From an optimization exercise on the open Yosys and OpenROAD flow, aimed at small area; shortcuts taken in it are not production practice.
Only simulation tests tie the RTL to the original design; equivalence was not proved.
No driver is modelled on the clock port, so clocking that relies on it looks cheaper here than on a real chip.
No activity file was given, so power comes from the tool's default toggle rates.

**flow/design.v**
```verilog
module display(clk,rst_n,rst_n1,hex1,hex2,hex3,hex4,hex5,hex6,add_in,sub_in,model_in);
	input clk;
	input rst_n;
	input rst_n1;
	output reg [6:0] hex1,hex2,hex3,hex4,hex5,hex6;
	input  add_in,sub_in,model_in;
	reg [6:0] cnt1;
	reg [5:0] cnt2;
	wire t20 = (cnt1[5:0] == 6'b110001);                    
	wire t1s = t20 & cnt2[5] & cnt2[4] & cnt2[0];           
	wire tsw = ((cnt1 & 7'b1101101) == 7'b0100100) | (cnt1[5:0] == 6'b100010);
	always @(posedge clk or negedge rst_n)
	if (!rst_n)
		cnt1 <= 7'b1100011;
	else
		cnt1 <= {cnt1[5:0], cnt1[6] ^ (cnt1[5] & ~t20)};
	wire [5:0] a2;
	assign a2[0] = t20;
	assign a2[1] = t20 & cnt2[0];
	assign a2[2] = a2[1] & cnt2[1];
	assign a2[3] = a2[2] & cnt2[2];
	assign a2[4] = a2[3] & cnt2[3];
	assign a2[5] = a2[4] & cnt2[4];
	wire [5:0] tc2 = {a2[5] | t1s, a2[4] | t1s, a2[3], a2[2], a2[1] & ~(cnt2[5] & cnt2[4]), a2[0]};
	always @(posedge clk or negedge rst_n)
	if (!rst_n)
		cnt2 <= 6'd0;
	else
		cnt2 <= cnt2 ^ tc2;
	reg [2:0] pin_status, pin_status_r;
	always @(posedge clk or negedge rst_n)
	if (!rst_n)
		pin_status <= 3'b111;
	else if (t20)
		pin_status <= {add_in,sub_in,model_in};
	always @(posedge clk)
		pin_status_r <= pin_status;
	wire [2:0] ev = pin_status_r & ~pin_status;
	wire ev_add = ev[2];
	wire ev_sub = ev[1] & ~ev[2];
	wire ev_mod = ev[0];
	reg [1:0] g;
	always @(posedge clk or negedge rst_n)
	if (!rst_n)
		g <= 2'd0;
	else if (ev_mod)
		g <= {g[0], ~g[1]};
	wire md1 = g[0] & ~g[1];
	wire md2 = g[0] & g[1];
	wire md3 = ~g[0] & g[1];
	reg sw_sel;
	always @(posedge clk)
		sw_sel <= md3;
	reg [3:0] s1; reg [2:0] s2; reg [3:0] n1; reg [2:0] n2; reg [3:0] h1; reg [1:0] h2;
	wire es1 = t1s & ~g[0];                       
	wire as1 = es1 & s1[0];
	wire cs1 = as1 & s1[3];
	wire as2 = cs1 & s2[0];
	wire cs2 = as2 & s2[2];
	always @(posedge clk or negedge rst_n)
	if (!rst_n) begin
		s1 <= 4'd0; s2 <= 3'd0;
	end else begin
		s1 <= s1 ^ {as1 & (s1[3] | s1[1] & s1[2]), as1 & s1[1], as1 & ~s1[3], es1};
		s2 <= s2 ^ {as2 & (s2[1] | s2[2]), as2 & ~s2[2], cs1};
	end
	wire U = cs2 | (md1 & ev_add);
	wire D = md1 & ev_sub;
	wire [6:0] tn;
	assign tn[0] = U | D;
	assign tn[1] = (n1[0]&~n1[3]&U) | (~n1[0]&(n1[1]|n1[2]|n1[3])&D);
	assign tn[2] = (n1[0]&n1[1]&U) | (~n1[0]&~n1[1]&(n1[2]|n1[3])&D);
	assign tn[3] = (~n1[0]&~n1[1]&~n1[2]&D) | (n1[0]&(n1[3]|n1[1]&n1[2])&U);
	wire n1_9u = n1[0]&n1[3]&U;
	wire n1_0d = ~n1[0]&~n1[1]&~n1[2]&~n1[3]&D;
	assign tn[4] = n1_0d | n1_9u;
	assign tn[5] = (n1_0d & ~n2[0] & (n2[1] | n2[2])) | (n1_9u & n2[0] & ~n2[2]);
	assign tn[6] = (n1_0d & ~n2[0] & ~n2[1]) | (n1_9u & n2[0] & (n2[1] | n2[2]));
	always @(posedge clk or negedge rst_n)
	if (!rst_n) begin
		n1 <= 4'd0; n2 <= 3'd0;
	end else begin
		{n2, n1} <= {n2, n1} ^ tn;
	end
	wire A  = cs2 & n1[0] & n1[3] & n2[0] & n2[2];
	wire HU = md2 & ev_add;
	wire HD = md2 & ev_sub;
	wire [5:0] th;
	assign th[0] = ((~h1[3] | h1[0] | h1[1] | h1[2]) & A) | HU | HD;
	assign th[1] = (h1[0]&A) | (h1[0]&(~h1[3]|h1[1]|h1[2])&HU) | (~h1[0]&(h1[1]|h1[2]|h1[3]|(~h2[0]&~h2[1]))&HD);
	assign th[2] = (h1[0]&h1[1]&~h2[1]&(HU|A)) | (~h1[0]&~h1[1]&(h1[2]|h1[3])&HD);
	assign th[3] = (h1[0]&h1[1]&h1[2]&(HU|A)) | (~h1[0]&~h1[1]&h2[1]&HD) | (~h1[0]&~h1[1]&~h1[2]&h1[3]&(A|HD)) |
	               (~h1[0]&~h1[1]&~h1[2]&h2[0]&HD) | (h1[0]&~h1[1]&~h1[2]&h1[3]&HU);
	assign th[4] = (~h1[0]&~h1[1]&h2[1]&HD) | (~h1[0]&~h1[1]&~h1[2]&h1[3]&A) | (~h1[0]&~h1[1]&~h1[2]&~h1[3]&h2[0]&HD) | (h1[0]&~h1[1]&~h1[2]&h1[3]&HU);
	assign th[5] = (~h1[0]&~h1[1]&~h1[2]&~h1[3]&~h2[0]&HD) | (~h1[0]&~h1[1]&~h1[2]&h1[3]&h2[0]&A) | (h1[0]&~h1[1]&~h1[2]&h1[3]&h2[0]&HU) | (h1[0]&h1[1]&h2[1]&(A|HU));
	always @(posedge clk or negedge rst_n)
	if (!rst_n) begin
		h1 <= 4'd0; h2 <= 2'd0;
	end else begin
		{h2, h1} <= {h2, h1} ^ th;
	end
	reg [3:0] w1, w2, w3; reg [2:0] w4; reg [3:0] w5; reg w6;
	wire wclr = md3 & ~rst_n1 & ev_add;
	wire ew1 = md3 & rst_n1 & tsw;
	wire aw1 = ew1 & w1[0];
	wire ew2 = aw1 & w1[3];
	wire aw2 = ew2 & w2[0];
	wire ew3 = aw2 & w2[3];
	wire aw3 = ew3 & w3[0];
	wire ew4 = aw3 & w3[3];
	wire aw4 = ew4 & w4[0];
	wire ew5 = aw4 & w4[2];
	wire aw5 = ew5 & w5[0];
	wire ew6 = aw5 & w5[3];
	always @(posedge clk or negedge rst_n)
	if (!rst_n) begin
		w1 <= 4'd0; w2 <= 4'd0; w3 <= 4'd0; w4 <= 3'd0; w5 <= 4'd0; w6 <= 1'b0;
	end else if (wclr) begin
		w1 <= 4'd0; w2 <= 4'd0; w3 <= 4'd0; w4 <= 3'd0; w5 <= 4'd0; w6 <= 1'b0;
	end else begin
		w1 <= w1 ^ {aw1 & (w1[3] | w1[1] & w1[2]), aw1 & w1[1], aw1 & ~w1[3], ew1};
		w2 <= w2 ^ {aw2 & (w2[3] | w2[1] & w2[2]), aw2 & w2[1], aw2 & ~w2[3], ew2};
		w3 <= w3 ^ {aw3 & (w3[3] | w3[1] & w3[2]), aw3 & w3[1], aw3 & ~w3[3], ew3};
		w4 <= w4 ^ {aw4 & (w4[1] | w4[2]), aw4 & ~w4[2], ew4};
		w5 <= w5 ^ {aw5 & (w5[3] | w5[1] & w5[2]), aw5 & w5[1], aw5 & ~w5[3], ew5};
		w6 <= w6 | ew6;
	end
	wire [3:0] d1 = sw_sel ? w1 : s1;
	wire [3:0] d2 = sw_sel ? w2 : {1'b0, s2};
	wire [3:0] d3 = sw_sel ? w3 : n1;
	wire [2:0] d4 = sw_sel ? w4 : n2;
	wire [3:0] d5 = sw_sel ? w5 : h1;
	function [6:0] seg9;
		input [3:0] d;
		begin
			seg9[6] = (d[0]&~d[1]&~d[2]&~d[3]) | (~d[0]&~d[1]&d[2]);
			seg9[5] = (d[0]&~d[1]&d[2]) | (~d[0]&d[1]&d[2]);
			seg9[4] = ~d[0] & d[1] & ~d[2];
			seg9[3] = (d[0]&~d[1]&~d[2]&~d[3]) | (~d[0]&~d[1]&d[2]) | (d[0]&d[1]&d[2]);
			seg9[2] = d[0] | (~d[1] & d[2]);
			seg9[1] = (d[0]&~d[2]&~d[3]) | (d[1]&~d[2]) | (d[0]&d[1]);
			seg9[0] = (~d[1]&~d[2]&~d[3]) | (d[0]&d[1]&d[2]);
		end
	endfunction
	function [6:0] seg5;
		input [2:0] d;
		begin
			seg5[6] = (d[0]&~d[1]&~d[2]) | (~d[0]&d[2]);
			seg5[5] = d[0] & d[2];
			seg5[4] = ~d[0] & d[1];
			seg5[3] = (d[0]&~d[1]&~d[2]) | (~d[0]&d[2]);
			seg5[2] = d[0] | d[2];
			seg5[1] = (d[0] & ~d[2]) | d[1];
			seg5[0] = ~d[1] & ~d[2];
		end
	endfunction
	function [6:0] seg15;
		input [3:0] d;
		begin
			seg15[6] = (d[0]&~d[1]&~d[2]&~d[3]) | (~d[0]&~d[1]&d[2]) | (d[1]&d[3]) | (d[2]&d[3]);
			seg15[5] = (d[0]&~d[1]&d[2]) | (~d[0]&d[1]&d[2]) | (d[1]&d[3]) | (d[2]&d[3]);
			seg15[4] = (~d[0]&d[1]&~d[2]) | (d[1]&d[3]) | (d[2]&d[3]);
			seg15[3] = (d[0]&~d[1]&~d[2]&~d[3]) | (~d[0]&~d[1]&d[2]) | (d[0]&d[1]&d[2]) | (d[1]&d[3]) | (d[2]&d[3]);
			seg15[2] = d[0] | (d[1]&d[3]) | (~d[1]&d[2]);
			seg15[1] = (d[0]&~d[2]&~d[3]) | (d[1]&~d[2]) | (d[0]&d[1]) | (d[2]&d[3]);
			seg15[0] = (~d[1]&~d[2]&~d[3]) | (d[0]&d[1]&d[2]) | (d[1]&d[3]) | (d[2]&d[3]);
		end
	endfunction
	always @* begin
		hex1 = seg9(d1);
		hex2 = seg9(d2);
		hex3 = seg9(d3);
		hex4 = seg5(d4);
		hex5 = seg15(d5);
		if (sw_sel)
			hex6 = w6 ? 7'b1111111 : 7'b0000001;
		else
			hex6 = {h2[0], 1'b0, h2[1], h2[0], h2[0], h2[0] | h2[1], ~h2[1]};
	end
endmodule
```
**flow/flow/run.sh**
```bash
#!/bin/bash
# Layout flow:
#  2. the same synthesis again, without adder extraction and with an
#     area-oriented ABC script, for several ABC random seeds; the smallest
#     netlist whose registers (names and cell types) are exactly those of the
#     standard synthesis replaces the standard one (if none, the standard
#     synthesis is kept)
#  3. the standard layout steps, with port buffers of the smallest buffer
#     (buf_1); every cell swapped to its smallest drive strength and the
#     reset pins driven by one buffer at their centre, just before placement
#     repair; and, instead of TritonCTS's H-tree, a clock tree of four
#     clkbuf_8, one per quarter of the flip-flops, each driven by the clock
#     port (TritonCTS is pointed at the reset port's net, which has a single
#     sink, so it adds nothing; it would otherwise build an H-tree in front of
#     the four buffers).
# Each tool's output goes to a log file in this folder (and ORFS's own logs).
set -euo pipefail
HERE=$(pwd)
FLOWDIR=$HERE/flow
RES=$HERE/orfs/results/$FLOW_PLATFORM/display/base

bash standard.sh synth > $HERE/synth_standard.log 2>&1
cp $RES/1_2_yosys.v $HERE/standard_netlist.v
python3 $FLOWDIR/regs.py $HERE/standard_netlist.v > $HERE/regs_standard.txt

SEEDS="0 1 2 3 4 5 6 7"
run_seed() {
  local S=$1
  python3 $FLOWDIR/own_synth.py $HERE $FLOWDIR $FLOW_HOME $S
  local CMD
  CMD=$(grep '^make -C' standard.sh | sed -e "s#SYNTH_SCRIPT=[^ ]*#SYNTH_SCRIPT=$HERE/own_synth_$S.tcl#" \
        -e "s#WORK_HOME=[^ ]*#WORK_HOME=$HERE/syn_$S#" -e 's#"${@:-finish}"#synth#')
  bash -c "set -euo pipefail; $CMD" > $HERE/synth_own_$S.log 2>&1 || true
}
for S in $SEEDS; do
  run_seed $S &
  while [ $(jobs -rp | wc -l) -ge 4 ]; do sleep 1; done
done
wait

BEST=""; BESTA=""
for S in $SEEDS; do
  R=$HERE/syn_$S/results/$FLOW_PLATFORM/display/base
  STAT=$HERE/syn_$S/reports/$FLOW_PLATFORM/display/base/synth_stat.txt
  [ -f $R/1_synth.odb ] && [ -f $STAT ] || continue
  python3 $FLOWDIR/regs.py $R/1_2_yosys.v > $HERE/regs_own_$S.txt
  cmp -s $HERE/regs_standard.txt $HERE/regs_own_$S.txt || continue
  A=$(grep "Chip area for module" $STAT | head -1 | awk '{print $NF}')
  echo "seed $S area $A" >> $HERE/synth_choice.log
  if [ -z "$BEST" ] || python3 -c "import sys; sys.exit(0 if float('$A') < float('$BESTA') else 1)"; then
    BEST=$S; BESTA=$A
  fi
done

if [ -n "$BEST" ]; then
  R=$HERE/syn_$BEST/results/$FLOW_PLATFORM/display/base
  for f in 1_2_yosys.v 1_2_yosys.sdc 1_synth.odb 1_synth.sdc; do
    cp $R/$f $RES/$f
    sleep 1
  done
  echo "own synthesis used: seed $BEST area $BESTA" >> $HERE/synth_choice.log
else
  echo "own synthesis refused, standard synthesis used" >> $HERE/synth_choice.log
fi
rm -rf $HERE/syn_*/objects

export BUFFER_PORTS_ARGS="-buffer_cell sky130_fd_sc_hd__buf_1"
export CTS_ARGS="-clk_nets rst_n -buf_list sky130_fd_sc_hd__clkbuf_4 -dont_use_dummy_load"
export PRE_CTS_TCL=$FLOWDIR/clkbuf.tcl
export PRE_RESIZE_TCL=$FLOWDIR/pre_resize.tcl
bash standard.sh > $HERE/layout.log 2>&1
```
**flow/flow/area.abc**
```
strash
&get -n
&deepsyn -J 200 -T 120 -S @SEED@
&put
dc2
dch -f
amap -m
```
**flow/flow/clkbuf.tcl**
```tcl
# Split the flip-flops into NX x NY groups by position; each group gets its
# own clock buffer at the centre of its flip-flops, driven by the clock port.
set block [ord::get_db_block]
set clknet [$block findNet clk]
set master [[ord::get_db] findMaster sky130_fd_sc_hd__clkbuf_8]
set nx 2; set ny 2
set pins {}
set xs {}; set ys {}
foreach it [$clknet getITerms] {
  if {[[$it getMTerm] getName] eq "CLK"} {
    set box [[$it getInst] getBBox]
    lappend pins [list $it [$box xMin] [$box yMin]]
  }
}
# split by x into nx columns (equal counts), then each column by y into ny rows
set pins [lsort -integer -index 1 $pins]
set n [llength $pins]
set k 0
for {set i 0} {$i < $nx} {incr i} {
  set col [lrange $pins [expr {$i * $n / $nx}] [expr {($i + 1) * $n / $nx - 1}]]
  set col [lsort -integer -index 2 $col]
  set m [llength $col]
  for {set j 0} {$j < $ny} {incr j} {
    set grp [lrange $col [expr {$j * $m / $ny}] [expr {($j + 1) * $m / $ny - 1}]]
    set net [odb::dbNet_create $block clk_leaf_$k]
    $net setSigType CLOCK
    set buf [odb::dbInst_create $block $master clk_leaf_buf_$k]
    set sx 0; set sy 0
    foreach p $grp {
      lassign $p it x y
      $it disconnect
      $it connect $net
      set sx [expr {$sx + $x}]; set sy [expr {$sy + $y}]
    }
    [$buf findITerm A] connect $clknet
    [$buf findITerm X] connect $net
    $buf setLocation [expr {$sx / [llength $grp]}] [expr {$sy / [llength $grp]}]
    $buf setPlacementStatus PLACED
    incr k
  }
}
puts "clkbuf.tcl: $n clock pins on $k buffers"
```
**flow/flow/downsize.tcl**
```tcl
# Swap every standard cell for the smallest cell of the same function
# (same name apart from the drive-strength suffix). repair_design, which
# runs right after this hook, upsizes again where slew or load need it.
set db [ord::get_db]
set block [ord::get_db_block]
set dont_use [split $::env(DONT_USE_CELLS)]
array set best {}
array set bestA {}
foreach lib [$db getLibs] {
  foreach m [$lib getMasters] {
    set n [$m getName]
    if {[lsearch -exact $dont_use $n] >= 0} continue
    if {![regexp {^(sky130_fd_sc_hd__[a-z0-9]+)_([0-9]+)$} $n -> base drv]} continue
    set a [expr {[$m getWidth] * [$m getHeight]}]
    if {![info exists bestA($base)] || $a < $bestA($base)} {
      set bestA($base) $a
      set best($base) $n
    }
  }
}
set count 0
foreach inst [$block getInsts] {
  set n [[$inst getMaster] getName]
  if {![regexp {^(sky130_fd_sc_hd__[a-z0-9]+)_([0-9]+)$} $n -> base drv]} continue
  if {[string match "*tapvpwrvgnd*" $base] || [string match "*fill*" $base] || [string match "*decap*" $base]} continue
  if {![info exists best($base)]} continue
  set a [expr {[[$inst getMaster] getWidth] * [[$inst getMaster] getHeight]}]
  if {$best($base) ne $n && $bestA($base) < $a} {
    replace_cell [$inst getName] $best($base)
    incr count
  }
}
puts "downsize.tcl: replaced $count cells"
```
**flow/flow/own_synth.py**
```python
# Writes own_synth_<seed>.tcl and synth_mod_<seed>.tcl (plus area_<seed>.abc)
# into the work folder: the standard flow's synthesis script with two changes in ORFS's
# synth.tcl: no half/full-adder extraction, and ABC run with an
# area-oriented script (flow/area.abc, random seed <seed>) instead of the
# delay-oriented one. Everything before ABC (so every register) is unchanged.
import os, sys
here, flowdir, flow_home, seed = sys.argv[1:5]
abc = open(os.path.join(flowdir, 'area.abc')).read().replace('@SEED@', seed)
abc_path = os.path.join(here, 'area_%s.abc' % seed)
open(abc_path, 'w').write(abc)
s = open(os.path.join(flow_home, 'scripts', 'synth.tcl')).read()
a = "  [env_var_exists_and_non_empty ADDER_MAP_FILE] &&"
assert s.count(a) == 1
s = s.replace(a, "  0 && [env_var_exists_and_non_empty ADDER_MAP_FILE] &&")
b = "  log_cmd abc {*}$abc_args"
assert s.count(b) == 1
s = s.replace(b, "  set abc_args [lreplace $abc_args 1 1 {%s}]\n%s" % (abc_path, b))
mod = os.path.join(here, 'synth_mod_%s.tcl' % seed)
open(mod, 'w').write(s)
t = open(os.path.join(here, 'synth_recipe.tcl')).read()
c = "source $::env(SCRIPTS_DIR)/synth.tcl"
assert t.count(c) == 1
t = t.replace(c, "source {%s}" % mod)
open(os.path.join(here, 'own_synth_%s.tcl' % seed), 'w').write(t)
```
**flow/flow/pre_resize.tcl**
```tcl
# Hook run before placement repair: smallest cell sizes, then one reset buffer.
source [file join [file dirname [info script]] downsize.tcl]
source [file join [file dirname [info script]] rstbuf.tcl]
```
**flow/flow/regs.py**
```python
# Prints the registers (cell type and instance name) of a Yosys netlist, sorted.
import re, sys
txt = open(sys.argv[1]).read()
regs = sorted(set(re.findall(r'^\s*(sky130_fd_sc_hd__(?:df|edf|sdf|dl)\w*)\s+(\S+)\s*\(', txt, re.M)))
for t, n in regs:
    print(t, n)
```
**flow/flow/rstbuf.tcl**
```tcl
# Reset net: one buffer (buf_4) at the centre of the flip-flops' reset pins drives
# them all; the reset port's input buffer then drives only that buffer.
proc my_split_net {netname cell bufname} {
  set block [ord::get_db_block]
  set net [$block findNet $netname]
  if {$net eq "NULL" || $net eq ""} { puts "rstbuf: no net $netname"; return }
  set drv ""
  set sinks {}
  foreach it [$net getITerms] {
    if {[$it getIoType] eq "OUTPUT"} { set drv $it } else { lappend sinks $it }
  }
  if {[llength $sinks] < 8} { return }
  set master [[ord::get_db] findMaster $cell]
  set newnet [odb::dbNet_create $block ${netname}_buf]
  set buf [odb::dbInst_create $block $master $bufname]
  set sx 0; set sy 0
  foreach it $sinks {
    set box [[$it getInst] getBBox]
    set sx [expr {$sx + [$box xMin]}]; set sy [expr {$sy + [$box yMin]}]
    $it disconnect
    $it connect $newnet
  }
  [$buf findITerm A] connect $net
  [$buf findITerm X] connect $newnet
  $buf setLocation [expr {$sx / [llength $sinks]}] [expr {$sy / [llength $sinks]}]
  $buf setPlacementStatus PLACED
  puts "rstbuf: [llength $sinks] sinks of $netname moved to $bufname ($cell)"
}
# the net that drives the flip-flops' asynchronous reset/set pins
set block [ord::get_db_block]
foreach net [$block getNets] {
  set k 0
  foreach it [$net getITerms] {
    set mt [[$it getMTerm] getName]
    if {$mt eq "RESET_B" || $mt eq "SET_B"} { incr k }
  }
  if {$k >= 8} { my_split_net [$net getName] sky130_fd_sc_hd__buf_4 rst_tree_buf; break }
}
```
**flow/standard.sh**
```bash
#!/bin/bash
# synth_recipe.tcl (not shown) runs the flow's synth.tcl, then flattens the netlist and writes it again
# the make line also repeats each setting of config.mk as NAME=value (left out here)
make -C /OpenROAD-flow-scripts/flow DESIGN_CONFIG=/design/flow/config.mk WORK_HOME=/design/flow/orfs CLKGATE_MAP_FILE= SYNTH_SCRIPT=/design/flow/synth_recipe.tcl "${@:-finish}"
```
**flow/config.mk**
```make
export PLATFORM = sky130hd
export DESIGN_NAME = display
export DESIGN_NICKNAME = display
export VERILOG_FILES = /design/flow/design.v
export SDC_FILE = /design/flow/constraint.sdc
export NUM_CORES = 4
export LEC_CHECK = 0
export CAP_MARGIN = 0
export CORE_MARGIN = 2
export CORE_UTILIZATION = 70
export CTS_BUF_LIST = sky130_fd_sc_hd__clkbuf_4
export SLEW_MARGIN = 0
```
**flow/constraint.sdc**
```tcl
create_clock -name core_clock -period 20.0 [get_ports {clk}]
set_input_delay 4.0000 -clock core_clock [delete_from_list [all_inputs] [get_ports {clk}]]
set_output_delay 4.0000 -clock core_clock [all_outputs]
set_load 0.01 [all_outputs]
```
==> reports/metrics.yaml, run 1 <==
status: "timing/DRC/antenna clean"
cp_num_cells: 10
crit_chain: "clkinv_1, o22ai_1, nand2_1, nand2_1, o21ai_0, o21ai_0, nand2_1, or2_0, o21ai_0, buf_1"
path_buf_inv: 2
cap_viol_max_count: 0
min_path_cells: 0
port_buffers: 47
n_fill_cell: 342
clock_latency_ns: 0.16
avgSynthCellArea_um2: 8.29
detail_route.wl_per_cell_um: 14.0
hold_class: "register to register"
cp_slowest_cell: "dfxtp_1"
worst_ep_arrival_time_ns: 3.42
clk_pin_slew_ns: 0.09
syn_nets: 374
maxSlewHeadroom: 0.305
viasPerCell: 5.95
drc_errors: 0
hold_ws_ns: 0.379
fin_crit_ns: 7.42
tightestPinTransition_ns: 1.02
worstSetupStartpointType: "register"
grtUsageTotal: 0.280
synthCells: 368
power.density_mw_per_mm2: 53.6
maxSlewViolCount: 0
grt_pass1_wl_um: 11600
drtAntennaViolNets: 0
vias: 2804
drt-pass1-iter-count: 5
dieArea_mm2: 0.00490
clock.fmax_mhz: 135
pre_cts_ws_ns: 12.86
nNetsFinal: 427
cp_top_family: "compound AO/OA/AOI/OAI gates"
vdd_drop_max_uv: 49.1
gp_congestion: 0.831
antenna_found_initial: 0
rsz0062_at_grt: "no"
routed_wl_um: 6580
fp.dieW_um: 70.0
post-cts-setup-buffer-count: 0
gr-total-overflow: 0
drive_gt1_frac: 0.0286
fin_util: 0.783
synth_warnings: 1
cts_resized: 0
fin_crit_sh: 0.371
n_antenna_cell: 0
start_util: 0.716
worstSetupPathType: "register to output pin"
hold_viol_final: 0
io_pins: 48
power_leakage_nw: 1.43
area_growth_pct: 9.47
grt_pass1_vias: 2740
worst_path_largest_cell_delay_ns: 0.86
die_height_um: 70.0
hold_buffers: 0
reg2regPathDepth: 16
required_ns: 16.00
place_hpwl_um: 4880
endpoint_kind: "output pin"
drt-initial-drc-count: 142
coreArea_mm2: 0.00426
rows: 24
finalSetupTns_ns: 0
grt_max_degree: 59
setup_viol: 0
cp_max_fo: 23
setup_ws_ns: 12.58
finClkSkew_ns: 0.0129
synth_area_mm2: 0.00305
==> layout make-up <==
type	count	area [um^2]	share of cell area
Tap cell	52	65.1	0.0195
Timing Repair Buffer	49	184	0.0551
Inverter	44	165	0.0494
Multi-Input combinational cell	259	1320	0.396
Sequential cell	62	1540	0.461
Buffer	5	62.6	0.0187
==> layer usage <==
layer,vias up,track usage,routed length (um),part of all wire
li1,1380,-,-,-
met2,115,0.487,3250,0.49
met1,1294,0.386,2840,0.43
met5,-,0,0,0
met3,15,0.0188,357,0.054
met4,0,0.0769,126,0.019
==> flip-flops by register name (all words and copies together), names as in the netlist <==
register and cells:
w3 4, pin_status_r 3, n2 3, w6 1
cnt1 7, h1 4, w2 4, sw_sel 1
h2 2, cnt2 6, w5 4, s2 3
w1 4, g 2, pin_status 3, s1 4
w4 3, n1 4
==> worst reg2reg max path: cells and delay by family, from the launching register on <==
kind                   cells  cell delay, ns
DFF                        1            0.56
and+or+nand+nor           12            2.37
buffers and inverters      1            0.08
AOI/OAI and AO/OA          3            1.19
==> cells in the final DEF (no fill, tap or decap), drive strengths merged, types with 2 or more instances in the layout <==
master and instances:
nor3 11, dfxtp 4, dfrtp 51, or2 7
buf 49, nor2b 7, and2 2, o21ai 33
o32ai 3, a31oi 2, and3 5, a2111oi 2
dfstp 7, o22a 3, a211oi 6, clkinv 44
o21a 8, nand3 5, clkbuf 5, a22oi 2
a21oi 28, o22ai 19, nor2 64, nand4 3
nand2 40
==> stage by stage <==
stage / power (mW) / cell area (um^2) / std cells
detailed placement: 0.133 / 3290 / 467
global placement: 0.132 / 3290 / 466
global route: 0.185 / 3340 / 471
finish: 0.179 / 3340 / 471
CTS: 0.170 / 3340 / 471
floorplan: 0.129 / 3050 / 368
==> worst paths after layout <==
check | to | start | slack, ns
min in group asynchronous | w2[2]$_DFF_PN0_ | rst_n | 4.16
min reg2reg | cnt1[1]$_DFF_PN1_ | cnt1[0]$_DFF_PN1_ | 0.38
min | cnt1[1]$_DFF_PN1_ | cnt1[0]$_DFF_PN1_ | 0.38
max in group asynchronous | w1[1]$_DFF_PN0_ | rst_n | 15.37
max reg2reg | h1[3]$_DFF_PN0_ | cnt1[5]$_DFF_PN1_ | 15.70
max | hex5[5] | sw_sel$_DFF_P_ | 12.58
==> where the power goes <==
group	leakage [nW]	internal (mW)	switching, mW
clock	0.0288	0.0185	0.0306
sequential	0.806	0.126	0.000391
combinational	0.595	0.000783	0.00309
==> run 2: changes to the inputs <==
--- a/flow/design.v
+++ b/flow/design.v
@@ -6,14 +6,14 @@
 	input  add_in,sub_in,model_in;
 	reg [6:0] cnt1;
 	reg [5:0] cnt2;
-	wire t20 = (cnt1[5:0] == 6'b110001);                    
+	wire t20 = (cnt1[5:0] == 6'b001110);                    
 	wire t1s = t20 & cnt2[5] & cnt2[4] & cnt2[0];           
-	wire tsw = ((cnt1 & 7'b1101101) == 7'b0100100) | (cnt1[5:0] == 6'b100010);
+	wire tsw = ((cnt1 & 7'b1111100) == 7'b1001000) | ((cnt1 & 7'b1111011) == 7'b1011001);
 	always @(posedge clk or negedge rst_n)
 	if (!rst_n)
-		cnt1 <= 7'b1100011;
+		cnt1 <= 7'b0011100;
 	else
-		cnt1 <= {cnt1[5:0], cnt1[6] ^ (cnt1[5] & ~t20)};
+		cnt1 <= {cnt1[5:0], ~(cnt1[6] ^ cnt1[5]) ^ t20};
 	wire [5:0] a2;
 	assign a2[0] = t20;
 	assign a2[1] = t20 & cnt2[0];
@@ -86,13 +86,12 @@
 	wire HU = md2 & ev_add;
 	wire HD = md2 & ev_sub;
 	wire [5:0] th;
-	assign th[0] = ((~h1[3] | h1[0] | h1[1] | h1[2]) & A) | HU | HD;
-	assign th[1] = (h1[0]&A) | (h1[0]&(~h1[3]|h1[1]|h1[2])&HU) | (~h1[0]&(h1[1]|h1[2]|h1[3]|(~h2[0]&~h2[1]))&HD);
-	assign th[2] = (h1[0]&h1[1]&~h2[1]&(HU|A)) | (~h1[0]&~h1[1]&(h1[2]|h1[3])&HD);
-	assign th[3] = (h1[0]&h1[1]&h1[2]&(HU|A)) | (~h1[0]&~h1[1]&h2[1]&HD) | (~h1[0]&~h1[1]&~h1[2]&h1[3]&(A|HD)) |
-	               (~h1[0]&~h1[1]&~h1[2]&h2[0]&HD) | (h1[0]&~h1[1]&~h1[2]&h1[3]&HU);
-	assign th[4] = (~h1[0]&~h1[1]&h2[1]&HD) | (~h1[0]&~h1[1]&~h1[2]&h1[3]&A) | (~h1[0]&~h1[1]&~h1[2]&~h1[3]&h2[0]&HD) | (h1[0]&~h1[1]&~h1[2]&h1[3]&HU);
-	assign th[5] = (~h1[0]&~h1[1]&~h1[2]&~h1[3]&~h2[0]&HD) | (~h1[0]&~h1[1]&~h1[2]&h1[3]&h2[0]&A) | (h1[0]&~h1[1]&~h1[2]&h1[3]&h2[0]&HU) | (h1[0]&h1[1]&h2[1]&(A|HU));
+	assign th[0] = (~h1[3]&A) | (h1[0]&A) | (h1[1]&A) | (HU) | (HD) | (h1[2]&A);
+	assign th[1] = (~h1[0]&~h2[0]&HD) | (h1[0]&~h1[3]&HU) | (h1[0]&h1[1]&HU) | (h1[0]&h1[2]&HU) | (~h1[0]&h1[1]&HD) | (~h1[0]&h1[2]&HD) | (~h1[0]&h1[3]&HD) | (h1[0]&A);
+	assign th[2] = (h1[0]&h1[1]&~h2[0]&HU) | (h1[0]&h1[1]&~h2[0]&A) | (~h1[0]&~h1[1]&h1[2]&HD) | (~h1[0]&~h1[1]&h1[3]&HD) | (h1[0]&h1[1]&h2[1]&A) | (h1[0]&h1[1]&h2[1]&HU);
+	assign th[3] = (h1[0]&h1[1]&h1[2]&HU) | (h1[0]&h1[1]&h1[2]&A) | (~h1[0]&~h1[1]&~h1[2]&h1[3]&A) | (~h1[0]&~h1[1]&~h1[2]&h1[3]&HD) | (h1[0]&~h1[1]&~h1[2]&h1[3]&HU) | (~h1[0]&~h1[1]&~h1[2]&h2[0]&HD);
+	assign th[4] = (~h1[0]&~h1[1]&~h1[2]&~h1[3]&~h2[0]&HD) | (~h1[0]&~h1[1]&~h1[2]&~h1[3]&h2[1]&HD) | (h1[0]&h1[1]&h2[0]&~h2[1]&A) | (h1[0]&h1[1]&h2[0]&~h2[1]&HU) | (h1[0]&~h1[1]&~h1[2]&h1[3]&~h2[1]&HU) | (~h1[0]&~h1[1]&~h1[2]&h1[3]&~h2[1]&A);
+	assign th[5] = (~h1[0]&~h1[1]&~h1[2]&h1[3]&A) | (h1[0]&~h1[1]&~h1[2]&h1[3]&HU) | (~h1[0]&~h1[1]&~h1[2]&~h1[3]&h2[0]&HD);
 	always @(posedge clk or negedge rst_n)
 	if (!rst_n) begin
 		h1 <= 4'd0; h2 <= 2'd0;
@@ -175,6 +174,6 @@
 		if (sw_sel)
 			hex6 = w6 ? 7'b1111111 : 7'b0000001;
 		else
-			hex6 = {h2[0], 1'b0, h2[1], h2[0], h2[0], h2[0] | h2[1], ~h2[1]};
+			hex6 = {h2[1], 1'b0, h2[0] & ~h2[1], h2[1], h2[1], h2[0], ~h2[0] | h2[1]};
 	end
 endmodule
--- a/flow/flow/run.sh
+++ b/flow/flow/run.sh
@@ -23,7 +23,7 @@
 cp $RES/1_2_yosys.v $HERE/standard_netlist.v
 python3 $FLOWDIR/regs.py $HERE/standard_netlist.v > $HERE/regs_standard.txt
 
-SEEDS="0 1 2 3 4 5 6 7"
+SEEDS="0 1 2 3 4 5 6 7 8 9 10 11"
 run_seed() {
   local S=$1
   python3 $FLOWDIR/own_synth.py $HERE $FLOWDIR $FLOW_HOME $S
==> run 2 against run 1 <==
Net effect:
- clock skew about the same
- design area down 0.64%
- sequential power about the same
- via count down 2.5%
- highest routed layer unchanged
- still clean on timing, DRC and antenna
- critical endpoint unchanged
- combinational power down 7.2%
==> reports/metrics.yaml, run 2 <==
status: "timing/DRC/antenna clean"  # unchanged
crit_chain: "clkinv_1, o22ai_1, nand2_1, nand2_1, o21ai_0, or3_1, o21ai_0, buf_1"  # was clkinv_1, o22ai_1, nand2_1, nand2_1, o21ai_0, o21ai_0, nand2_1, or2_0, o21ai_0, buf_1
grt_pass1_wl_um: 10800  # was 11600 um
largest_reg_flops: 7  # unchanged
viasPerCell: 5.88  # was 5.95
die_height_um: 69.8  # was 70.0 um
worstSetupPathType: "register to output pin"  # unchanged
final_area_mm2: 0.00332  # was 0.00334 mm^2
pre_cts_ws_ns: 12.97  # was 12.86 ns
finalSetupTns_ns: 0  # unchanged
clk_pin_slew_ns: 0.09  # about the same
final_common_cell: "nor2_1"  # unchanged
endpoint_kind: "output pin"  # unchanged
synthCells: 363  # was 368
clock.fmax_mhz: 137  # was 135 MHz
fin_crit_ns: 7.30  # was 7.42 ns
rsz0062_at_grt: "no"  # unchanged
area_growth_pct: 9.58  # was 9.47%
hold_buffers: 0  # unchanged
gr-total-overflow: 0  # unchanged
finalPower_mw: 0.178  # was 0.179 mW
antenna_found_initial: 0  # unchanged
cp_top_family: "buffers and inverters"  # was compound AO/OA/AOI/OAI gates
dp.cells: 461  # was 467
final_cell_mix: "64 x nor2_1, 52 x dfrtp_1, 49 x buf_1, 47 x clkinv_1, 36 x nand2_1"  # was 64 x nor2_1, 51 x dfrtp_1, 48 x buf_1, 44 x clkinv_1, 40 x nand2_1
fp.dieW_um: 69.8  # was 70.0 um
routed_wl_um: 6420  # was 6580 um
synth_area_mm2: 0.00303  # was 0.00305 mm^2
worst_path_largest_cell_delay_ns: 0.81  # was 0.86 ns
drt-initial-drc-count: 278  # was 142
worst_ep_arrival_time_ns: 3.30  # was 3.42 ns
dieArea_mm2: 0.00487  # was 0.00490 mm^2
path_buf_inv: 2  # unchanged
hold_ws_ns: 0.370  # was 0.379 ns
coreArea_mm2: 0.00409  # was 0.00426 mm^2
vias: 2735  # was 2804
syn_nets: 369  # was 374
final_cells: 465  # was 471
setup_ws_ns: 12.70  # was 12.58 ns
place_hpwl_um: 4710  # was 4880 um
tightestPinTransition_ns: 0.744  # was 1.02 ns
vdd_drop_max_uv: 74.2  # was 49.1 uV
worstSetupStartpointType: "register"  # unchanged
grt_pass1_vias: 2498  # was 2740
fin_util: 0.812  # was 0.783
rows: 23  # was 24
detail_route.wl_per_cell_um: 13.8  # was 14.0 um
placed_area_mm2: 0.00326  # was 0.00329 mm^2
power_leakage_nw: 1.40  # was 1.43 nW
hold_class: "register to register"  # unchanged
cts_resized: 0  # unchanged
io_pins: 48  # unchanged
avgSynthCellArea_um2: 8.34  # was 8.29 um^2
post-cts-setup-buffer-count: 0  # unchanged
clock_latency_ns: 0.16  # about the same
synth_warnings: 1  # unchanged
finClkSkew_ns: 0.0127  # was 0.0129 ns
required_ns: 16.00  # about the same
regMostFlops: "cnt1"  # unchanged
n_antenna_cell: 0  # unchanged
drtAntennaViolNets: 0  # unchanged
maxSlewHeadroom: 0.503  # was 0.305
setup_viol: 0  # unchanged
drc_errors: 0  # unchanged
cp_max_fo: 21  # was 23
fin_crit_sh: 0.365  # was 0.371
start_util: 0.741  # was 0.716
power.density_mw_per_mm2: 53.8  # was 53.6 mW/mm^2
grt_max_degree: 59  # unchanged
n_fill_cell: 282  # was 342
maxSlewViolCount: 0  # unchanged
top_regs: "cnt1 x7, cnt2 x6"  # unchanged
gp_congestion: 0.901  # was 0.831
cp_slowest_cell: "dfxtp_1"  # unchanged
grtUsageTotal: 0.263  # was 0.280
hold_viol_final: 0  # unchanged
port_buffers: 47  # unchanged
cap_viol_max_count: 0  # unchanged
nNetsFinal: 423  # was 427
drt-pass1-iter-count: 4  # was 5
drive_gt1_frac: 0.0265  # was 0.0286
[run 2: report_power, final]
part | internal (mW) | leakage, nW | total [mW] | switching [mW]
sequential | 0.126 | 0.799 | 0.126 | 0.000265
combinational | 0.000728 | 0.574 | 0.00359 | 0.00286
clock | 0.0185 | 0.0288 | 0.0490 | 0.0305
total | 0.145 | 1.40 | 0.178 | 0.0336
[run 2: final cells by class]
| class | count | area (um^2) | area share |
|---|---|---|---|
| Buffer | 5 | 62.6 | 0.0188 |
| Inverter | 47 | 176 | 0.0531 |
| Multi-Input combinational cell | 251 | 1290 | 0.389 |
| Sequential cell | 62 | 1540 | 0.464 |
| Tap cell | 50 | 62.6 | 0.0188 |
| Timing Repair Buffer | 50 | 188 | 0.0565 |
[run 2: routing by layer]
layer  track usage  wire [um]
met1         0.363       2800
met2         0.465       3230
met3        0.0247        298
met4        0.0363         81
met5             0          0
[run 2: worst paths after layout]
kind                              startpoint           endpoint  slack, ns  cells past startpoint
setup / recovery              sw_sel$_DFF_P_            hex5[5]      12.70                      8
max in group asynchronous              rst_n  cnt2[1]$_DFF_PN0_      15.38                      3
hold reg to reg            cnt1[3]$_DFF_PN1_  cnt1[4]$_DFF_PN1_       0.37                      0
hold / removal             cnt1[3]$_DFF_PN1_  cnt1[4]$_DFF_PN1_       0.37                      0
min in group asynchronous              rst_n    s2[2]$_DFF_PN0_       4.14                      3
setup reg to reg           cnt1[2]$_DFF_PN1_    h1[3]$_DFF_PN0_      16.46                     17
[run 2: worst register-to-register path, cell delays in order, from the launching register on]
cell and delay (ns):
dfstp_2 0.54, nor2b_1 0.16, nor4b_1 0.24, buf_1 0.33, nand4_1 0.19, nor2_1 0.18, nand2_1 0.13, nor2b_1 0.25
nand2_1 0.14, clkinv_1 0.09, nand4_1 0.11, o21ai_0 0.26, o21ai_0 0.21, o21ai_0 0.21, clkinv_1 0.15, o21ai_0 0.13
nand2_1 0.08, o31ai_1 0.07
==> run 3: changes to the inputs <==
--- a/flow/flow/run.sh
+++ b/flow/flow/run.sh
@@ -23,7 +23,7 @@
 cp $RES/1_2_yosys.v $HERE/standard_netlist.v
 python3 $FLOWDIR/regs.py $HERE/standard_netlist.v > $HERE/regs_standard.txt
 
-SEEDS="0 1 2 3 4 5 6 7 8 9 10 11"
+SEEDS="$(seq 0 23)"
 run_seed() {
   local S=$1
   python3 $FLOWDIR/own_synth.py $HERE $FLOWDIR $FLOW_HOME $S
==> run 3 against run 2 <==
Net effect:
- still clean on timing, DRC and antenna
- die area did not move
- synthesized cell count unchanged
- flip-flop and latch count unchanged
- largest cell class unchanged
- highest routed layer unchanged
==> reports/metrics.yaml, run 3 <==
grt_pass1_vias: 2498  # unchanged
status: "timing/DRC/antenna clean"  # unchanged
synth_area_mm2: 0.00303  # unchanged
gr-total-overflow: 0  # unchanged
power_leakage_nw: 1.40  # unchanged
clock_latency_ns: 0.16  # about the same
area_growth_pct: 9.58  # unchanged
maxSlewHeadroom: 0.503  # unchanged
final_common_cell: "nor2_1"  # unchanged
worstSetupStartpointType: "register"  # unchanged
worstSetupPathType: "register to output pin"  # unchanged
regMostFlops: "cnt1"  # unchanged
grt_pass1_wl_um: 10800  # unchanged
cap_viol_max_count: 0  # unchanged
syn_nets: 369  # unchanged
endpoint_kind: "output pin"  # unchanged
reg2reg_slack_ns: 16.46  # about the same
setup_viol: 0  # unchanged
finalSetupTns_ns: 0  # unchanged
reg2regPathDepth: 17  # unchanged
worst_ep_arrival_time_ns: 3.30  # about the same
grtUsageTotal: 0.263  # unchanged
setup_ws_ns: 12.70  # unchanged
n_fill_cell: 282  # unchanged
largest_reg_flops: 7  # unchanged
min_path_cells: 0  # unchanged
maxSlewViolCount: 0  # unchanged
drive_gt1_frac: 0.0265  # unchanged
rows: 23  # unchanged
coreArea_mm2: 0.00409  # unchanged
drt-initial-drc-count: 278  # unchanged
hold_class: "register to register"  # unchanged
final_cell_mix: "64 x nor2_1, 52 x dfrtp_1, 49 x buf_1, 47 x clkinv_1, 36 x nand2_1"  # unchanged
cp_max_fo: 21  # unchanged
finalPower_mw: 0.178  # unchanged
holdPathEnd: "cnt1[4]$_DFF_PN1_"  # unchanged
hold_start: "cnt1[3]$_DFF_PN1_"  # unchanged
synthCells: 363  # unchanged
nNetsFinal: 423  # unchanged
place_hpwl_um: 4710  # unchanged
avgSynthCellArea_um2: 8.34  # unchanged
timing.rr.start: "cnt1[2]$_DFF_PN1_"  # unchanged
power.density_mw_per_mm2: 53.8  # unchanged
rsz0062_at_grt: "no"  # unchanged
final_area_mm2: 0.00332  # unchanged
fin_crit_sh: 0.365  # unchanged
gp_congestion: 0.901  # unchanged
viasPerCell: 5.88  # unchanged
hold_buffers: 0  # unchanged
drtAntennaViolNets: 0  # unchanged
grt_max_degree: 59  # unchanged
io_pins: 48  # unchanged
clk_pin_slew_ns: 0.09  # about the same
top_regs: "cnt1 x7, cnt2 x6"  # unchanged
die_height_um: 69.8  # unchanged
start_util: 0.741  # unchanged
vdd_drop_max_uv: 74.2  # unchanged
fin_crit_ns: 7.30  # unchanged
routed_wl_um: 6420  # unchanged
pre_cts_ws_ns: 12.97  # unchanged
worstReg2RegEnd: "h1[3]$_DFF_PN0_"  # unchanged
hold_viol_final: 0  # unchanged
tightestPinTransition_ns: 0.744  # unchanged
detail_route.wl_per_cell_um: 13.8  # unchanged
drc_errors: 0  # unchanged
vias: 2735  # unchanged
dieArea_mm2: 0.00487  # unchanged
drt-pass1-iter-count: 4  # unchanged
fp.dieW_um: 69.8  # unchanged
finClkSkew_ns: 0.0127  # unchanged
synth_warnings: 1  # unchanged
port_buffers: 47  # unchanged
n_antenna_cell: 0  # unchanged
post-cts-setup-buffer-count: 0  # unchanged
antenna_found_initial: 0  # unchanged
placed_area_mm2: 0.00326  # unchanged
required_ns: 16.00  # about the same
clock.fmax_mhz: 137  # unchanged
cts_resized: 0  # unchanged
[run 3: through the flow]
| step | hold slack (ns) | std cells | util |
|---|---|---|---|
| after floorplan | 0.351 | 363 | - |
| after global routing | 0.377 | 465 | 0.812 |
| after global placement | 0.357 | 460 | 0.802 |
| final | 0.370 | 465 | 0.812 |
| after detailed placement | 0.360 | 461 | 0.799 |
| after CTS | 0.357 | 465 | 0.812 |
[run 3: worst max-delay path by stage]
stage	from	end	slack [ns]	cells past startpoint
2_1_floorplan	sw_sel$_DFF_P_	hex3[6]	13.64	7
3_3_place_gp	sw_sel$_DFF_P_	hex5[1]	13.08	9
3_5_place_dp	sw_sel$_DFF_P_	hex5[1]	12.97	9
4_1_cts	sw_sel$_DFF_P_	hex5[1]	12.97	9
5_1_grt	sw_sel$_DFF_P_	hex5[1]	12.42	9
6_report	sw_sel$_DFF_P_	hex5[5]	12.70	8
[run 3: power breakdown]
| group | internal, mW | switching, mW | total (mW) |
|---|---|---|---|
| combinational | 0.000728 | 0.00286 | 0.00359 |
| clock | 0.0185 | 0.0305 | 0.0490 |
| sequential | 0.126 | 0.000265 | 0.126 |
| total | 0.145 | 0.0336 | 0.178 |
[run 3: critical path, stage by stage (launching register included)]
cell and delay [ns]:
dfxtp_1 0.81, clkinv_1 0.76, o22ai_1 0.48, nand2_1 0.15, nand2_1 0.10, o21ai_0 0.12, or3_1 0.40, o21ai_0 0.17
buf_1 0.17
[run 3: cell type report]
type / instances / area, um^2 / area share
inverters: 47 / 176 / 0.0531
multi-input cells: 251 / 1290 / 0.389
plain buffers: 5 / 62.6 / 0.0188
flip-flops and latches: 62 / 1540 / 0.464
well taps: 50 / 62.6 / 0.0188
repair buffers: 50 / 188 / 0.0565
[run 3: layer usage]
metal | track usage | vias up | share of wire
li1 | - | 1373 | -
met1 | 0.363 | 1286 | 0.44
met2 | 0.465 | 68 | 0.50
met3 | 0.0247 | 8 | 0.046
met4 | 0.0363 | 0 | 0.013
met5 | 0 | - | 0
==> run 4: changes to the inputs <==
--- a/flow/flow/run.sh
+++ b/flow/flow/run.sh
@@ -1,7 +1,8 @@
 #!/bin/bash
 # Layout flow:
 #  2. the same synthesis again, without adder extraction and with an
-#     area-oriented ABC script, for several ABC random seeds; the smallest
+#     area-oriented ABC script (three recipes, flow/area_*.abc), each for
+#     several ABC random seeds; the smallest
 #     netlist whose registers (names and cell types) are exactly those of the
 #     standard synthesis replaces the standard one (if none, the standard
 #     synthesis is kept)
@@ -23,23 +24,24 @@
 cp $RES/1_2_yosys.v $HERE/standard_netlist.v
 python3 $FLOWDIR/regs.py $HERE/standard_netlist.v > $HERE/regs_standard.txt
 
-SEEDS="$(seq 0 23)"
+CANDS=""
+for R in r2 r1 r5; do for S in $(seq 0 11); do CANDS="$CANDS ${R}_$S"; done; done
 run_seed() {
   local S=$1
-  python3 $FLOWDIR/own_synth.py $HERE $FLOWDIR $FLOW_HOME $S
+  python3 $FLOWDIR/own_synth.py $HERE $FLOWDIR $FLOW_HOME ${S%%_*} ${S#*_}
   local CMD
   CMD=$(grep '^make -C' standard.sh | sed -e "s#SYNTH_SCRIPT=[^ ]*#SYNTH_SCRIPT=$HERE/own_synth_$S.tcl#" \
         -e "s#WORK_HOME=[^ ]*#WORK_HOME=$HERE/syn_$S#" -e 's#"${@:-finish}"#synth#')
   bash -c "set -euo pipefail; $CMD" > $HERE/synth_own_$S.log 2>&1 || true
 }
-for S in $SEEDS; do
+for S in $CANDS; do
   run_seed $S &
   while [ $(jobs -rp | wc -l) -ge 4 ]; do sleep 1; done
 done
 wait
 
 BEST=""; BESTA=""
-for S in $SEEDS; do
+for S in $CANDS; do
   R=$HERE/syn_$S/results/$FLOW_PLATFORM/display/base
   STAT=$HERE/syn_$S/reports/$FLOW_PLATFORM/display/base/synth_stat.txt
   [ -f $R/1_synth.odb ] && [ -f $STAT ] || continue
@@ -62,7 +64,7 @@
 else
   echo "own synthesis refused, standard synthesis used" >> $HERE/synth_choice.log
 fi
-rm -rf $HERE/syn_*/objects
+rm -rf $HERE/syn_*/objects $HERE/syn_*/results
 
 export BUFFER_PORTS_ARGS="-buffer_cell sky130_fd_sc_hd__buf_1"
 export CTS_ARGS="-clk_nets rst_n -buf_list sky130_fd_sc_hd__clkbuf_4 -dont_use_dummy_load"
==> flow/flow/area_r1.abc (new file) <==
strash
&get -n
&deepsyn -J 200 -T 120 -S @SEED@
&put
dch -f
amap -m
==> flow/flow/area_r2.abc (new file) <==
strash
&get -n
&deepsyn -J 200 -T 120 -S @SEED@
&put
dc2
dch -f
amap -m
==> flow/flow/area_r5.abc (new file) <==
strash
&get -n
&deepsyn -J 200 -T 120 -S @SEED@
&put
dc2
dch -f
amap -m
strash
dc2
dch -f
amap -m
==> flow/flow/own_synth.py (replaced) <==
# Writes own_synth_<tag>.tcl and synth_mod_<tag>.tcl (plus area_<tag>.abc)
# into the work folder: the standard flow's synthesis script with two changes in ORFS's
# synth.tcl: no half/full-adder extraction, and ABC run with an
# area-oriented script (flow/area_<recipe>.abc, ABC random seed <seed>) instead of the
# delay-oriented one. Everything before ABC (so every register) is unchanged.
import os, sys
here, flowdir, flow_home, recipe, seed = sys.argv[1:6]
tag = '%s_%s' % (recipe, seed)
abc = open(os.path.join(flowdir, 'area_%s.abc' % recipe)).read().replace('@SEED@', seed)
abc_path = os.path.join(here, 'area_%s.abc' % tag)
open(abc_path, 'w').write(abc)
s = open(os.path.join(flow_home, 'scripts', 'synth.tcl')).read()
a = "  [env_var_exists_and_non_empty ADDER_MAP_FILE] &&"
assert s.count(a) == 1
s = s.replace(a, "  0 && [env_var_exists_and_non_empty ADDER_MAP_FILE] &&")
b = "  log_cmd abc {*}$abc_args"
assert s.count(b) == 1
s = s.replace(b, "  set abc_args [lreplace $abc_args 1 1 {%s}]\n%s" % (abc_path, b))
mod = os.path.join(here, 'synth_mod_%s.tcl' % tag)
open(mod, 'w').write(s)
t = open(os.path.join(here, 'synth_recipe.tcl')).read()
c = "source $::env(SCRIPTS_DIR)/synth.tcl"
assert t.count(c) == 1
t = t.replace(c, "source {%s}" % mod)
open(os.path.join(here, 'own_synth_%s.tcl' % tag), 'w').write(t)
removed: flow/flow/area.abc
==> run 4 against run 3 <==
Net effect:
- area after synthesis unchanged
- combinational power about the same
- wire length unchanged
- die area unchanged
- final cell count unchanged
- worst setup slack unchanged
- synthesized cell count unchanged
- clock power about the same
- largest cell class unchanged
==> reports/metrics.yaml, run 4 <==
synth_warnings: 1  # unchanged
setup_viol: 0  # unchanged
dieArea_mm2: 0.00487  # unchanged
drt-pass1-iter-count: 4  # unchanged
top_regs: "cnt1 x7, cnt2 x6"  # unchanged
syn_nets: 369  # unchanged
synthCells: 363  # unchanged
drc_errors: 0  # unchanged
hold_class: "register to register"  # unchanged
finClkSkew_ns: 0.0127  # unchanged
rows: 23  # unchanged
post-cts-setup-buffer-count: 0  # unchanged
status: "timing/DRC/antenna clean"  # unchanged
grt_max_degree: 59  # unchanged
holdPathEnd: "cnt1[4]$_DFF_PN1_"  # unchanged
coreArea_mm2: 0.00409  # unchanged
port_buffers: 47  # unchanged
gr-total-overflow: 0  # unchanged
power_leakage_nw: 1.40  # unchanged
start_util: 0.741  # unchanged
reg2regPathDepth: 17  # unchanged
clock_latency_ns: 0.16  # about the same
area_growth_pct: 9.58  # unchanged
cts_resized: 0  # unchanged
rsz0062_at_grt: "no"  # unchanged
clock.fmax_mhz: 137  # unchanged
power.density_mw_per_mm2: 53.8  # unchanged
place_hpwl_um: 4710  # unchanged
timing.rr.start: "cnt1[2]$_DFF_PN1_"  # unchanged
fin_crit_ns: 7.30  # unchanged
required_ns: 16.00  # about the same
vias: 2735  # unchanged
viasPerCell: 5.88  # unchanged
drive_gt1_frac: 0.0265  # unchanged
worst_ep_arrival_time_ns: 3.30  # about the same
grt_pass1_wl_um: 10800  # unchanged
cap_viol_max_count: 0  # unchanged
worstSetupStartpointType: "register"  # unchanged
nNetsFinal: 423  # unchanged
n_antenna_cell: 0  # unchanged
tightestPinTransition_ns: 0.744  # unchanged
worstSetupPathType: "register to output pin"  # unchanged
regMostFlops: "cnt1"  # unchanged
endpoint_kind: "output pin"  # unchanged
grt_pass1_vias: 2498  # unchanged
final_cell_mix: "64 x nor2_1, 52 x dfrtp_1, 49 x buf_1, 47 x clkinv_1, 36 x nand2_1"  # unchanged
hold_viol_final: 0  # unchanged
routed_wl_um: 6420  # unchanged
maxSlewViolCount: 0  # unchanged
hold_start: "cnt1[3]$_DFF_PN1_"  # unchanged
synth_area_mm2: 0.00303  # unchanged
min_path_cells: 0  # unchanged
avgSynthCellArea_um2: 8.34  # unchanged
antenna_found_initial: 0  # unchanged
finalSetupTns_ns: 0  # unchanged
reg2reg_slack_ns: 16.46  # about the same
gp_congestion: 0.901  # unchanged
grtUsageTotal: 0.263  # unchanged
final_common_cell: "nor2_1"  # unchanged
cp_max_fo: 21  # unchanged
detail_route.wl_per_cell_um: 13.8  # unchanged
maxSlewHeadroom: 0.503  # unchanged
placed_area_mm2: 0.00326  # unchanged
vdd_drop_max_uv: 74.2  # unchanged
fp.dieW_um: 69.8  # unchanged
hold_buffers: 0  # unchanged
final_area_mm2: 0.00332  # unchanged
drt-initial-drc-count: 278  # unchanged
io_pins: 48  # unchanged
largest_reg_flops: 7  # unchanged
die_height_um: 69.8  # unchanged
worstReg2RegEnd: "h1[3]$_DFF_PN0_"  # unchanged
drtAntennaViolNets: 0  # unchanged
fin_crit_sh: 0.365  # unchanged
clk_pin_slew_ns: 0.09  # about the same
-- run 4: per-stage QoR --
step                      cells  utilization  hold WS (ns)  total power [mW]  setup WS (ns)
after global placement      460        0.802         0.357             0.132          13.08
final                       465        0.812         0.370             0.178          12.70
after detailed placement    461        0.799         0.360             0.132          12.97
after floorplan             363            -         0.351             0.129          13.64
after CTS                   465        0.812         0.357             0.169          12.97
after global routing        465        0.812         0.377             0.184          12.42
-- run 4: cell type report --
cell class | instances | area [um^2]
multi-input combinational | 251 | 1290
tap | 50 | 62.6
inverter | 47 | 176
buffer | 5 | 62.6
sequential | 62 | 1540
fill | 282 | 767
timing repair buffer | 50 | 188
-- run 4: worst max-delay path by stage --
stage | from | cells after the start | end
2_1_floorplan | sw_sel$_DFF_P_ | 7 | hex3[6]
3_3_place_gp | sw_sel$_DFF_P_ | 9 | hex5[1]
3_5_place_dp | sw_sel$_DFF_P_ | 9 | hex5[1]
4_1_cts | sw_sel$_DFF_P_ | 9 | hex5[1]
5_1_grt | sw_sel$_DFF_P_ | 9 | hex5[1]
6_report | sw_sel$_DFF_P_ | 8 | hex5[5]
-- run 4: per-layer routing --
layer	up-vias	GRT usage	wire length [um]
met5	-	0	0
met4	0	0.0363	81
met3	8	0.0247	298
met2	68	0.465	3230
met1	1286	0.363	2800
li1	1373	-	-
-- run 4: worst max-delay path, stage by stage (launching register included) --
cell      delay, ns
dfxtp_1        0.81
clkinv_1       0.76
o22ai_1        0.48
nand2_1        0.15
nand2_1        0.10
o21ai_0        0.12
or3_1          0.40
o21ai_0        0.17
buf_1          0.17
-- run 4: report_power, final --
part | leakage [nW] | internal, mW | switching, mW
clock network | 0.0288 | 0.0185 | 0.0305
registers | 0.799 | 0.126 | 0.000265
logic | 0.574 | 0.000728 | 0.00286
total | 1.40 | 0.145 | 0.0336
==> run 5: changes to the inputs <==
--- a/flow/flow/run.sh
+++ b/flow/flow/run.sh
@@ -8,7 +8,7 @@
 #     synthesis is kept)
 #  3. the standard layout steps, with port buffers of the smallest buffer
 #     (buf_1); every cell swapped to its smallest drive strength and the
-#     reset pins driven by one buffer at their centre, just before placement
+#     reset pins driven by one buf_2 at their centre, just before placement
 #     repair; and, instead of TritonCTS's H-tree, a clock tree of four
 #     clkbuf_8, one per quarter of the flip-flops, each driven by the clock
 #     port (TritonCTS is pointed at the reset port's net, which has a single
==> flow/flow/pre_resize.tcl (replaced) <==
# Hook run before placement repair: smallest cell sizes, then one reset buffer
# (replacing any buffer global placement put on the reset net).
source [file join [file dirname [info script]] downsize.tcl]
source [file join [file dirname [info script]] unbuf_rst.tcl]
source [file join [file dirname [info script]] rstbuf.tcl]
--- a/flow/flow/rstbuf.tcl
+++ b/flow/flow/rstbuf.tcl
@@ -1,4 +1,4 @@
-# Reset net: one buffer (buf_4) at the centre of the flip-flops' reset pins drives
+# Reset net: one buffer (buf_2) at the centre of the flip-flops' reset pins drives
 # them all; the reset port's input buffer then drives only that buffer.
 proc my_split_net {netname cell bufname} {
   set block [ord::get_db_block]
@@ -34,5 +34,5 @@
     set mt [[$it getMTerm] getName]
     if {$mt eq "RESET_B" || $mt eq "SET_B"} { incr k }
   }
-  if {$k >= 8} { my_split_net [$net getName] sky130_fd_sc_hd__buf_4 rst_tree_buf; break }
+  if {$k >= 8} { my_split_net [$net getName] sky130_fd_sc_hd__buf_2 rst_tree_buf; break }
 }
==> flow/flow/unbuf_rst.tcl (new file) <==
# If the net that drives the flip-flops' reset pins is driven by a buffer that
# global placement's repair inserted (place*), remove that buffer: rstbuf.tcl
# then drives the reset pins from one buffer at their centre.
set block [ord::get_db_block]
foreach net [$block getNets] {
  set k 0
  set drv ""
  foreach it [$net getITerms] {
    set mt [[$it getMTerm] getName]
    if {$mt eq "RESET_B" || $mt eq "SET_B"} { incr k }
    if {[$it getIoType] eq "OUTPUT"} { set drv [$it getInst] }
  }
  if {$k < 8 || $drv eq ""} continue
  if {![string match "place*" [$drv getName]]} break
  set in [[$drv findITerm A] getNet]
  foreach it [$net getITerms] {
    if {[$it getInst] eq $drv} continue
    $it disconnect
    $it connect $in
  }
  puts "unbuf_rst.tcl: removed [$drv getName]"
  odb::dbInst_destroy $drv
  odb::dbNet_destroy $net
  break
}
==> run 5 against run 4 <==
Net effect:
- first-iteration DRC count decreased by 14%
- die area unchanged
- design area decreased by 0.11%
- sequential share of layout area increased by 0.052 points
- global-route usage decreased by 0.32 points
- via count decreased by 0.55%
- total power increased by 0.48%
- largest cell class unchanged
- highest routed layer unchanged
==> reports/metrics.yaml, run 5 <==
synth_warnings: 1  # unchanged
cap_viol_max_count: 0  # unchanged
final_common_cell: "nor2_1"  # unchanged
finalSetupTns_ns: 0  # unchanged
cp_slowest_cell: "dfxtp_1"  # unchanged
fp.dieW_um: 69.8  # unchanged
hold_buffers: 0  # unchanged
routed_wl_um: 6380  # was 6420 um
gr-total-overflow: 0  # unchanged
worst_path_largest_cell_delay_ns: 0.81  # about the same
drt-pass1-iter-count: 4  # unchanged
placed_area_mm2: 0.00326  # about the same
final_cells: 464  # was 465
detail_route.wl_per_cell_um: 13.7  # was 13.8 um
tightestPinTransition_ns: 0.740  # was 0.744 ns
cpMostUsedCell: "clkinv_1"
n_fill_cell: 279  # was 282
crit_chain: "clkinv_1, o22ai_1, nor2_1, nor3_1, a21oi_1, o21ai_0, clkinv_1, buf_1"  # was clkinv_1, o22ai_1, nand2_1, nand2_1, o21ai_0, or3_1, o21ai_0, buf_1
min_path_cells: 0  # unchanged
hold_class: "register to register"  # unchanged
gp_congestion: 0.901  # unchanged
coreArea_mm2: 0.00409  # unchanged
dieArea_mm2: 0.00487  # unchanged
post-cts-setup-buffer-count: 0  # unchanged
grt_pass1_vias: 2523  # was 2498
area_growth_pct: 9.46  # was 9.58%
vias: 2720  # was 2735
worstSetupPathType: "register to output pin"  # unchanged
status: "timing/DRC/antenna clean"  # unchanged
fin_crit_sh: 0.363  # was 0.365
cp_max_fo: 21  # unchanged
port_buffers: 47  # unchanged
grt_pass1_wl_um: 10700  # was 10800 um
worst_ep_arrival_time_ns: 3.26  # was 3.30 ns
final_area_mm2: 0.00332  # about the same
required_ns: 16.00  # about the same
finalPower_mw: 0.179  # was 0.178 mW
viasPerCell: 5.86  # was 5.88
rsz0062_at_grt: "no"  # unchanged
syn_nets: 369  # unchanged
n_antenna_cell: 0  # unchanged
synth_area_mm2: 0.00303  # unchanged
final_cell_mix: "64 x nor2_1, 52 x dfrtp_1, 48 x buf_1, 47 x clkinv_1, 36 x nand2_1"  # was 64 x nor2_1, 52 x dfrtp_1, 49 x buf_1, 47 x clkinv_1, 36 x nand2_1
avgSynthCellArea_um2: 8.34  # unchanged
start_util: 0.741  # unchanged
drive_gt1_frac: 0.0266  # was 0.0265
drtAntennaViolNets: 0  # unchanged
io_pins: 48  # unchanged
finClkSkew_ns: 0.0156  # was 0.0127 ns
drt-initial-drc-count: 239  # was 278
worstSetupStartpointType: "register"  # unchanged
dp.cells: 460  # was 461
maxSlewViolCount: 0  # unchanged
fin_crit_ns: 7.26  # was 7.30 ns
vdd_drop_max_uv: 57.3  # was 74.2 uV
maxSlewHeadroom: 0.506  # was 0.503
drc_errors: 0  # unchanged
grtUsageTotal: 0.259  # was 0.263
reg2regPathDepth: 17  # unchanged
fin_util: 0.811  # was 0.812
clk_pin_slew_ns: 0.09  # about the same
synthCells: 363  # unchanged
setup_viol: 0  # unchanged
die_height_um: 69.8  # unchanged
power.density_mw_per_mm2: 54.1  # was 53.8 mW/mm^2
endpoint_kind: "output pin"  # unchanged
place_hpwl_um: 4710  # about the same
hold_viol_final: 0  # unchanged
nNetsFinal: 422  # was 423
multi_input_area_mm2: 0.00129  # unchanged
cts_resized: 0  # unchanged
clock.fmax_mhz: 138  # was 137 MHz
regArea_mm2: 0.00154  # unchanged
power_leakage_nw: 1.40  # about the same
top_regs: "cnt1 x7, cnt2 x6"  # unchanged
clock_latency_ns: 0.16  # about the same
grt_max_degree: 59  # unchanged
largest_reg_flops: 7  # unchanged
rows: 23  # unchanged
antenna_found_initial: 0  # unchanged
regMostFlops: "cnt1"  # unchanged
[run 5: through the flow]
step | setup WS [ns] | hold slack, ns
4_1_cts | 12.93 | 0.357
2_1_floorplan | 13.64 | 0.351
6_report | 12.74 | 0.369
3_5_place_dp | 12.93 | 0.360
5_1_grt | 12.34 | 0.377
3_3_place_gp | 13.08 | 0.357
[run 5: layer usage]
| metal | GRT usage | wire length [um] |
|---|---|---|
| met5 | 0 | 0 |
| met4 | 0.0726 | 91 |
| met3 | 0.0174 | 291 |
| met2 | 0.446 | 3190 |
| met1 | 0.358 | 2810 |
[run 5: report_power, final]
group	switching [mW]	internal [mW]	leakage [nW]
clock	0.0314	0.0185	0.0288
sequential	0.000277	0.126	0.799
combinational	0.00283	0.000687	0.573
[run 5: cell type report]
type	instances	share of cell area
repair buffers	49	0.0555
flip-flops and latches	62	0.464
well taps	50	0.0189
plain buffers	5	0.0189
multi-input cells	251	0.389
inverters	47	0.0532
[run 5: worst max-delay path, delay by kind of cell, from the launching register on]
| kind | cells | cell delay [ns] |
|---|---|---|
| buf+inv | 3 | 0.96 |
| compound gates | 3 | 0.95 |
| simple gates | 2 | 0.39 |
| flops | 1 | 0.81 |
[run 5: path summary, 6_finish.rpt]
kind / start / to / slack (ns)
worst min-delay path: cnt1[3]$_DFF_PN1_ / cnt1[4]$_DFF_PN1_ / 0.37
worst max register to register: cnt1[2]$_DFF_PN1_ / h1[3]$_DFF_PN0_ / 16.46
worst max-delay path: sw_sel$_DFF_P_ / hex1[3] / 12.74
min in group asynchronous: rst_n / w3[0]$_DFF_PN0_ / 4.05
worst min register to register: cnt1[3]$_DFF_PN1_ / cnt1[4]$_DFF_PN1_ / 0.37
max in group asynchronous: rst_n / cnt1[1]$_DFF_PN0_ / 15.48

[what the ideal ports hide]
No port has a modelled driver above. Below, the same layouts with a new extraction and two added sets of constraints.
Step 1, drivers: a clkbuf_16 drives clk and a buf_2 each remaining input, both assumed.
Step 2 also shifts input and output timing later by t, the mid clock arrival at the registers, as if the neighbouring blocks saw the same clock.
Three values: no drivers, after step 1, after step 2; two values: the first two.
run	t (ns)	setup slack, ns	worst register clock-pin slew, ns	worst slew at a driven data input, ns
run 1	0.206	12.581 / 12.527 / 12.732	0.10 / 0.10	0.03
run 2	0.210	12.696 / 12.637 / 12.847	0.10 / 0.10	0.03
run 3	0.210	12.696 / 12.637 / 12.847	0.10 / 0.10	0.03
run 4	0.210	12.696 / 12.637 / 12.847	0.10 / 0.10	0.03
run 5	0.208	12.735 / 12.679 / 12.887	0.10 / 0.10	0.03
After both steps every run listed still meets setup and hold.
